This design comes from an exercise in tuning for small area and a short achievable clock period on the open sky130 flow, not from production work.
The RTL was checked by simulation tests, not by an equivalence proof against the original design.

==> flow/design.v, too long to show whole: its modules and the start of the top module <==
// module mac: 2261 lines
// module mac_nand2: 7 lines
// module mac_nand2b: 7 lines
// module mac_bsel: 10 lines
// module mac_bsel0: 8 lines
// module mac_bsel32: 9 lines
// module mac_fa: 9 lines
// module mac_fa1: 9 lines
// module mac_xnor2: 7 lines
// module mac_or2: 7 lines
// module mac_ha: 8 lines
// module mac_cpa: 712 lines
// module mac_xor2: 7 lines
// module mac_and2: 7 lines
// module mac_ga: 8 lines
// module mac_gb: 8 lines
module mac #(
    parameter N = 32
  )(
    input  wire                clk,
    input  wire                arst_n,
    input  wire                ce,
    input  wire                sload,
    input  wire signed [N-1:0] A,
    input  wire signed [N-1:0] B,
    output wire                pvalid,
    output wire signed [N-1:0] P
  );
  // ...
==> flow/flow/run.sh <==
#!/bin/bash
# Layout flow: the standard flow (standard.sh) with four changes.
#  1. After the standard synthesis, combinational cells that ABC upsized but
#     that drive only a few loads get their smallest size back
#     (flow/downsize.tcl); nothing else in the netlist changes.
#  2. Ports are buffered with buf_2 cells instead of clkdlybuf4s50_1, the
#     delay cell that buffer_ports picks by default.
#  3. Timing repair aims at 9.3 ns of setup slack (a 7.2 ns period) instead
#     of config.mk's SETUP_SLACK_MARGIN; the clock and constraints are the same.
#  4. The pin placer keeps ce, arst_n, sload, pvalid and P on one edge
#     (flow/pins.tcl), so the paths from ce and arst_n to the outputs stay short.
# Each step's output goes to its own log here; ORFS's own logs are under orfs/logs.
set -euo pipefail
bash standard.sh synth > synth.log 2>&1
SYNTH_ODB=$PWD/orfs/results/sky130hd/mac/base/1_synth.odb \
  openroad -no_init -exit flow/downsize.tcl > downsize.log 2>&1
PRE_IO_PLACEMENT_TCL=$PWD/flow/pins.tcl \
BUFFER_PORTS_ARGS="-buffer_cell sky130_fd_sc_hd__buf_2" \
  bash standard.sh SETUP_SLACK_MARGIN=9.3 finish > layout.log 2>&1
==> flow/flow/downsize.tcl <==
# Give combinational cells that synthesis upsized, but that drive at most
# MAX_FANOUT loads, their smallest drive strength again. Registers, buffers
# and inverters are left alone; repair_design later fixes any slew or
# capacitance this breaks.
set max_fanout 3
set odb_file $::env(SYNTH_ODB)
read_db $odb_file
set db [ord::get_db]
set block [ord::get_db_block]
set count 0
foreach inst [$block getInsts] {
  set m [[$inst getMaster] getName]
  if {![regexp {^(sky130_fd_sc_hd__([a-z0-9]+))_([0-9]+)$} $m -> base kind size]} { continue }
  if {$size == 1 || $size == 0} { continue }
  if {[regexp {^(df|edf|sdf|dl|buf|clkbuf|inv|clkinv|dly|clkdly|conb|tap|fill|decap)} $kind]} { continue }
  set small [$db findMaster ${base}_1]
  if {$small eq "NULL"} { continue }
  set fanout 0
  foreach it [$inst getITerms] {
    if {![$it isOutputSignal]} { continue }
    set net [$it getNet]
    if {$net eq "NULL"} { continue }
    incr fanout [expr {[llength [$net getITerms]] - 1 + [llength [$net getBTerms]]}]
  }
  if {$fanout > $max_fanout} { continue }
  if {[$inst swapMaster $small]} { incr count }
}
puts "downsize: $count instances set to their smallest size"
write_db $odb_file
==> flow/flow/pins.tcl <==
# Keep the ports whose paths cross the design in one cycle (ce, arst_n ->
# P, pvalid) together on the top edge; the operands go on the other edges.
set_io_pin_constraint -pin_names {ce arst_n sload pvalid P[*]} -region top:*
set_io_pin_constraint -pin_names {A[*]} -region left:*
set_io_pin_constraint -pin_names {B[*]} -region right:*
==> flow/standard.sh <==
#!/bin/bash
# synth_recipe.tcl (not shown) runs the flow's synth.tcl, then flattens the netlist and writes it again
# the make line also repeats each setting of config.mk as NAME=value (left out here)
make -C /OpenROAD-flow-scripts/flow DESIGN_CONFIG=/design/flow/config.mk WORK_HOME=/design/flow/orfs CLKGATE_MAP_FILE= SYNTH_SCRIPT=/design/flow/synth_recipe.tcl "${@:-finish}"
==> flow/config.mk <==
export PLATFORM = sky130hd
export DESIGN_NAME = mac
export DESIGN_NICKNAME = mac
export VERILOG_FILES = /design/flow/design.v
export SDC_FILE = /design/flow/constraint.sdc
export NUM_CORES = 4
export LEC_CHECK = 0
export CAP_MARGIN = 20
export CORE_MARGIN = 2
export CORE_UTILIZATION = 60
export CTS_BUF_LIST = sky130_fd_sc_hd__clkbuf_8
export CTS_CLUSTER_DIAMETER = 40
export CTS_CLUSTER_SIZE = 10
export SETUP_SLACK_MARGIN = 5
export SLEW_MARGIN = 20
export SYNTH_HIERARCHICAL = 1
==> flow/constraint.sdc <==
create_clock -name core_clock -period 16.5 [get_ports {clk}]
set_input_delay 3.3000 -clock core_clock [delete_from_list [all_inputs] [get_ports {clk}]]
set_output_delay 3.3000 -clock core_clock [all_outputs]
set_load 0.01 [all_outputs]
==> impl_summary.txt, run 1 <==
----------------------------------------------------
[Logic synthesis]
  Syn avg cell area ... 11.2 sq um

[STA]
  Transition at the pin with the smallest max-transition slack ... 1060 ps
  Period Utilization, post-route ... 43.7%
  Setup Viol. Count Final ... 0
  RSZ-0062 raised after global routing ... yes
  Number of endpoints with negative hold slack in the final report ... 0

[Routing]
  Via/cell ratio ... 7.19
  Post-detailed-route DRC marker count ... 0

[Critical path]
  Critical path, cell by cell ... clkbuf_16, nand2b_4, nand2_4, and2_1, buf_2
  Crit end category ... primary output
  Class of the most critical setup path ... input pin to primary output
  Worst path top cell family by delay ... simple AND/OR/NAND/NOR gates
  Slowest cell on crit path ... sky130_fd_sc_hd__clkbuf_16
  Worst path depth ... 5
  End of the worst register-to-register path ... acc_hi[31]

[Flow run]
  Reported max-cap violation count ... 0

[Final layout]
  Proportion of cell area spent on the clock network ... 1.33%
  Non-filler instance count after layout ... 3182
  Share of the core filled with cells in the final layout ... 67.3%
  Multi-input logic cell count ... 2163
  Filler Cells Inserted ... 3480
  Area delta synth->final ... 11.3%
  Antenna diode count ... 3
  Largest class ... multi-input combinational cells

[Hold path]
  Cell count of the worst hold path ... 2

[CTS]
  Sink count of the clock tree ... 148
  TritonCTS Buffers ... 17
  Clock network latency to the later pin of the worst-skew pair ... 610 ps
  Clock transition at the registers of the reported paths ... 90 ps
  Root Buffer Master ... sky130_fd_sc_hd__clkbuf_8

[Place]
  Dpl ws ... 8900 ps

[Global routing]
  Fraction of met1 tracks used by global routing ... 55.5%
  Number of antenna violations at the first check in global routing ... 3

[Floorplanning]
  Die Area ... 46000 sq um

[Outcome]
  Result of the run ... no timing/DRC/antenna violations

----------------------------------------------------
==> run 2, diff against run 1 <==
--- a/flow/config.mk
+++ b/flow/config.mk
@@ -10,6 +10,6 @@
 export CORE_UTILIZATION = 60
 export CTS_BUF_LIST = sky130_fd_sc_hd__clkbuf_8
-export CTS_CLUSTER_DIAMETER = 40
-export CTS_CLUSTER_SIZE = 10
+export CTS_CLUSTER_DIAMETER = 30
+export CTS_CLUSTER_SIZE = 8
 export SETUP_SLACK_MARGIN = 5
 export SLEW_MARGIN = 20
==> run 2 against run 1 <==
Core utilization unchanged. Area after synthesis unchanged. Die area unchanged. Global-route usage unchanged. Cell count unchanged. Hold slack unchanged. Final area unchanged. Critical endpoint unchanged. Highest routed layer unchanged.
==> impl_summary.txt, run 2 <==
----------------------------------------------------
[Routing]
  Initial drt markers ... 3212
  Length of the first detailed-routing pass in iterations ... 6
  Average wire per standard cell ... 31.3 microns
  Post-detailed-route DRC marker count ... 0 (unchanged)
  Via/cell ratio ... 7.19 (unchanged)
  Via count ... 22873
  Sum of routed wire length over all layers ... 99700 microns
  Antenna Violating Nets Remaining ... 0

[Hold path]
  Hold Crit Start ... v
  Hold worst-path end ... v
  Worst hold path type ... register to register
  Cell count of the worst hold path ... 2 (unchanged)

[Final layout]
  Non-filler instance count after layout ... 3182 (unchanged)
  Area delta synth->final ... 11.3% (unchanged)
  Area of combinational cells with multiple inputs ... 22300 sq um
  Final Net Count ... 3169
  Sequential cell area in the final layout ... 4270 sq um
  Largest registers in the final layout ... a_n (32), acc_hi (32), acc_lo (32)
  Filler Cells Inserted ... 3480 (unchanged)
  Most used cells in the layout excluding fill and tap cells ... sky130_fd_sc_hd__xor2_1, sky130_fd_sc_hd__o22ai_1, sky130_fd_sc_hd__fa_1
  Share of the core filled with cells in the final layout ... 67.3% (unchanged)
  Most frequent standard cell in the layout excluding fill and tap cells ... sky130_fd_sc_hd__xor2_1
  Share of post-route cells with drive strength above 1 ... 10.9%

[Logic synthesis]
  Gate count of the mapped netlist ... 2370
  Total of warnings raised by yosys ... 7
  Cell area after synthesis ... 26600 sq um
  Syn avg cell area ... 11.2 sq um (unchanged)
  Number of nets produced by synthesis ... 2965

[STA]
  Worst Hold Slack ... 492 ps
  Period Utilization, post-route ... 43.7% (unchanged)
  Setup Viol. Count Final ... 0 (unchanged)
  Number of max-slew violations in the final report ... 0
  Max-Slew Margin vs Limit ... 29.5%
  Number of endpoints with negative hold slack in the final report ... 0 (unchanged)
  Setup skew after layout ... 31.7 ps
  Achievable Freq ... 0.139 GHz
  Final critical path time including I/O delays and setup ... 7210 ps
  Transition at the pin with the smallest max-transition slack ... 1060 ps (unchanged)
  Setup TNS ... 0 ps
  RSZ-0062 raised after global routing ... yes

[Critical path]
  Slowest cell on crit path ... sky130_fd_sc_hd__clkbuf_16
  Biggest cell delay along the critical path ... 140 ps
  Critical Path Fanout Max ... 6
  End of the worst register-to-register path ... acc_hi[31]
  Register-to-Register Setup Slack ... 9460 ps
  Origin of the critical flop-to-flop path ... two_n[12]
  Critical path, cell by cell ... clkbuf_16, nand2b_4, nand2_4, and2_1, buf_2
  Kind of start point of the critical path ... input pin
  Crit end category ... primary output
  Reg2reg path depth ... 24
  Class of the most critical setup path ... input pin to primary output
  Arrival time at the worst endpoint ... 3910 ps
  Crit path required time ... 13200 ps

[CTS]
  Clock transition at the registers of the reported paths ... 90 ps (about the same)
  TritonCTS clock tree ... done
  Maximum buffer depth of the clock tree ... 2
  Total number of H-tree levels ... 4
  Clock network latency to the later pin of the worst-skew pair ... 610 ps (about the same)
  Sink count of the clock tree ... 148 (unchanged)
  TritonCTS Buffers ... 17 (unchanged)
  Root Buffer Master ... sky130_fd_sc_hd__clkbuf_8

[Floorplanning]
  Number of core rows ... 77
  Die span in x ... 214 microns
  Core Region ... 43900 sq um
  Initial standard-cell utilization of the core ... 60.4%
  Die Area ... 46000 sq um (unchanged)
  IO Pins ... 101
  Height of the die ... 214 microns

[Place]
  Port-buffer cells ... 100
  Sum of net half-perimeters after detailed placement ... 57900 microns
  Routability-driven placement congestion ratio ... 0.931
  Number of placed instances, taps included ... 3136

[Global routing]
  First-pass GRT wire length ... 151000 microns
  Overflow left after global routing ... 0
  Number of antenna violations at the first check in global routing ... 3 (unchanged)
  Number of global-route vias before repair ... 24864
  Largest net degree at the start of global routing ... 72
  All-layer global routing usage ... 44.3%

[Outcome]
  Result of the run ... no timing/DRC/antenna violations

[Flow run]
  Reported max-cap violation count ... 0 (unchanged)

----------------------------------------------------
==> run 2: cell counts in the layout (fill, tap and decap cells not counted) <==
Identical to the previous run, type by type.
==> run 2: per-layer routing <==
layer  up-vias  wire, microns  global-route usage (%)
li1       8918              -                       -
met1     11369          35100                    55.5
met2      2028          43800                    66.9
met3       556          13600                    13.9
met4         2           7200                    28.5
met5         -             13                       0
==> run 2: final cells by class <==
class	count	share of cell area, %
multi-input combinational	2163	75.4
sequential	148	14.4
timing repair buffer	194	5.71
tap	592	2.51
clock buffer	17	0.792
inverter	50	0.635
clock inverter	15	0.534
antenna	3	0.0254
==> run 2: worst max path at each step <==
stage                     startpoint      to  slack (ps)  cells after the start
after floorplan                   ce   P[28]        9540                      3
after global placement        arst_n  pvalid        8900                      5
after detailed placement      arst_n  pvalid        8900                      5
after CTS                     arst_n  pvalid        9210                      5
after global routing              ce   P[30]        9250                      5
final                             ce    P[7]        9290                      5
==> run 2: worst max-delay path, delay by kind of cell <==
kind / cells / cell delay (ps)
AND/OR/NAND/NOR: 3 / 360
buffers and inverters: 2 / 260
==> run 2: through the flow <==
step	worst slack [ps]	instance area, sq um
CTS	9210	29200
floorplan	9540	26600
detailed placement	8900	28300
global placement	8900	28300
global route	9250	29500
finish	9290	29500
==> run 2: repair_timing <==
action,in CTS,in global routing
pin swaps,13,12
resized for setup,99,61
hold buffers,0,0
gates cloned,2,1
setup endpoints to repair,41,41
buffers inserted,0,8
==> run 3, diff against run 2 <==
--- a/flow/config.mk
+++ b/flow/config.mk
@@ -9,7 +9,4 @@
 export CORE_MARGIN = 2
 export CORE_UTILIZATION = 60
-export CTS_BUF_LIST = sky130_fd_sc_hd__clkbuf_8
-export CTS_CLUSTER_DIAMETER = 30
-export CTS_CLUSTER_SIZE = 8
 export SETUP_SLACK_MARGIN = 5
 export SLEW_MARGIN = 20
==> run 3 against run 2 <==
Critical path depth is the same. Critical path type unchanged. Highest routed layer is now met4. Still clean on timing, DRC and antenna. Register-to-register slack gained 20 ps. Setup slack lost 20 ps.
==> impl_summary.txt, run 3 <==
----------------------------------------------------
[Routing]
  Via/cell ratio ... 7.25 (+0.87%)
  Post-detailed-route DRC marker count ... 0 (unchanged)
  Antenna Violating Nets Remaining ... 0 (unchanged)
  Initial drt markers ... 3222 (+0.31%)
  Average wire per standard cell ... 31.2 microns (-0.40%)
  Length of the first detailed-routing pass in iterations ... 6 (unchanged)
  Via count ... 23058 (+0.81%)
  Sum of routed wire length over all layers ... 99200 microns (-0.46%)

[Global routing]
  Number of global-route vias before repair ... 24883 (+0.076%)
  All-layer global routing usage ... 44.3% (about the same)
  Global route hottest layer ... met2
  Met3 track demand over resource ... 13.0% (-0.91 points)
  Largest net degree at the start of global routing ... 72 (unchanged)
  Grt met2 use ... 67.0% (+0.087 points)
  Number of antenna violations at the first check in global routing ... 3 (unchanged)
  Fraction of met1 tracks used by global routing ... 55.8% (+0.26 points)
  Overflow left after global routing ... 0 (unchanged)
  First-pass GRT wire length ... 151000 microns (about the same)

[STA]
  Setup TNS ... 0 ps (unchanged)
  Final critical path time including I/O delays and setup ... 7230 ps (+20.2 ps)
  Number of max-slew violations in the final report ... 0 (unchanged)
  Transition at the pin with the smallest max-transition slack ... 1040 ps (-20.4 ps)
  Number of endpoints with negative hold slack in the final report ... 0 (unchanged)
  RSZ-0062 raised after global routing ... yes
  Setup Viol. Count Final ... 0 (unchanged)
  Period Utilization, post-route ... 43.8% (+0.12 points)
  Achievable Freq ... 0.138 GHz (-0.28%)
  Setup skew after layout ... 20.6 ps (-11.1 ps)
  Final worst setup slack ... 9270 ps (-20.2 ps)
  Max-Slew Margin vs Limit ... 30.9% (+1.4 points)

[Floorplanning]
  Number of core rows ... 77 (unchanged)
  Initial standard-cell utilization of the core ... 60.4% (unchanged)
  Die span in x ... 214 microns (unchanged)
  Height of the die ... 214 microns (unchanged)
  Core Region ... 43900 sq um (unchanged)
  IO Pins ... 101 (unchanged)
  Die Area ... 46000 sq um (unchanged)

[Final layout]
  Filler Cells Inserted ... 3470 (-0.29%)
  Most used cells in the layout excluding fill and tap cells ... sky130_fd_sc_hd__xor2_1, sky130_fd_sc_hd__o22ai_1, sky130_fd_sc_hd__fa_1
  Most frequent standard cell in the layout excluding fill and tap cells ... sky130_fd_sc_hd__xor2_1
  Share of post-route cells with drive strength above 1 ... 10.6% (-0.30 points)
  Non-filler instance count after layout ... 3180 (-0.063%)
  Final Net Count ... 3166 (-0.095%)
  Summed area of non-filler cells in the final layout ... 29700 sq um (+0.40%)
  Area delta synth->final ... 11.7%
  Largest registers in the final layout ... a_n (32), acc_hi (32), acc_lo (32)

[Place]
  Dpl ws ... 8900 ps (unchanged)
  Sum of net half-perimeters after detailed placement ... 57900 microns (unchanged)
  Placed instance area ... 28300 sq um (unchanged)
  Port-buffer cells ... 100 (unchanged)
  Routability-driven placement congestion ratio ... 0.931 (unchanged)
  Number of placed instances, taps included ... 3136 (unchanged)

[Logic synthesis]
  Total of warnings raised by yosys ... 7 (unchanged)
  Cell area after synthesis ... 26600 sq um (unchanged)
  Gate count of the mapped netlist ... 2370 (unchanged)
  Number of nets produced by synthesis ... 2965 (unchanged)
  Syn avg cell area ... 11.2 sq um (unchanged)

[CTS]
  TritonCTS clock tree ... done
  Total number of H-tree levels ... 4 (unchanged)
  Sink count of the clock tree ... 148 (unchanged)
  Maximum buffer depth of the clock tree ... 2 (unchanged)
  Root Buffer Master ... sky130_fd_sc_hd__clkbuf_16
  Hold-fix buffer count after cts ... 0 (unchanged)
  Clock transition at the registers of the reported paths ... 70 ps (-20 ps)
  TritonCTS Buffers ... 17 (unchanged)
  Clock network latency to the later pin of the worst-skew pair ... 510 ps (-100 ps)

[Critical path]
  Critical Path Fanout Max ... 6 (unchanged)
  Crit path required time ... 13200 ps (about the same)
  Class of the most critical setup path ... input pin to primary output
  Arrival time at the worst endpoint ... 3930 ps (+20 ps)
  Kind of start point of the critical path ... input pin
  Crit end category ... primary output

[Flow run]
  Reported max-cap violation count ... 0 (unchanged)

[Outcome]
  Result of the run ... no timing/DRC/antenna violations

[Hold path]
  Worst hold path type ... register to register

----------------------------------------------------
[run 3: per-layer routing]
layer	part of all wire (%)	vias to the layer above	routed length [microns]
li1	-	8917	-
met1	35	11407	34800
met2	44	2104	43200
met3	14	630	13600
met4	7.6	0	7570
met5	0	-	0
[run 3: cell type report]
class | instances | area [sq um] | area share (%)
Multi-Input combinational cell | 2163 | 22200 | 74.9
Sequential cell | 148 | 4270 | 14.4
Timing Repair Buffer | 191 | 1650 | 5.55
Tap cell | 592 | 741 | 2.50
Clock buffer | 17 | 425 | 1.43
Inverter | 50 | 188 | 0.633
Clock inverter | 15 | 158 | 0.531
Antenna cell | 4 | 10.0 | 0.0337
[run 3: through the flow]
| step | hold slack [ps] | util, % |
|---|---|---|
| 6_report | 482 | 67.5 |
| 5_1_grt | 508 | 67.5 |
| 4_1_cts | 489 | 66.8 |
| 3_5_place_dp | 473 | 64.5 |
| 3_3_place_gp | 475 | 64.5 |
| 2_1_floorplan | 442 | - |
[run 3: path summary, 6_finish.rpt]
kind                                start  slack (ps)  cells after the start    endpoint
worst min register to register          v         480                      2           v
min in group asynchronous          arst_n        2930                      2          sl
max in group asynchronous          arst_n       13230                      3  acc_lo[13]
worst max-delay path                   ce        9270                      5       P[19]
worst max register to register  one_n[12]        9480                     20  acc_hi[15]
worst min-delay path                    v         480                      2           v
[run 3: worst max-delay path, stage by stage]
cell and delay (ps):
sky130_fd_sc_hd__clkbuf_16 130, sky130_fd_sc_hd__nand2b_4 140, sky130_fd_sc_hd__nand2_4 90, sky130_fd_sc_hd__and2_1 130
sky130_fd_sc_hd__buf_2 130
[run 3: repair_timing]
item / CTS / global route
resized for setup: 97 / 52
cloned: 2 / 1
setup buffers: 0 / 5
setup endpoints to repair: 41 / 41
pin swaps: 13 / 9

==> static timing again, ports no longer ideal <==
How much do the figures lean on ideal ports? The routed layouts below were timed once more, with nothing changed but the port constraints. Step 1 sets driving cells, clkbuf_16 on the clock port and buf_2 on the other inputs (assumed; they add their load-dependent delay and slew). Step 2 adds t to the input delays and takes it off the output delays; t is the mean of the earliest and latest rising clock arrival at the registers after step 1. Input paths then give back, and output paths get back, about the clock's delay inside the block. Three values: no drivers, after step 1, after step 2; two values: the first two.
| run | t, ns | setup WS [ns] | worst setup path at the end | worst data-port slew with drivers (ns) | cell pins on the clock port's net |
|---|---|---|---|---|---|
| run 1 | 0.654 | 9.287 / 9.088 / 9.088 | input to output | 0.19 | 1 |
| run 2 | 0.654 | 9.287 / 9.088 / 9.088 | input to output | 0.19 | 1 |
| run 3 | 0.565 | 9.267 / 9.091 / 9.091 | input to output | 0.19 | 1 |
After both steps setup and hold are still met in every run listed.
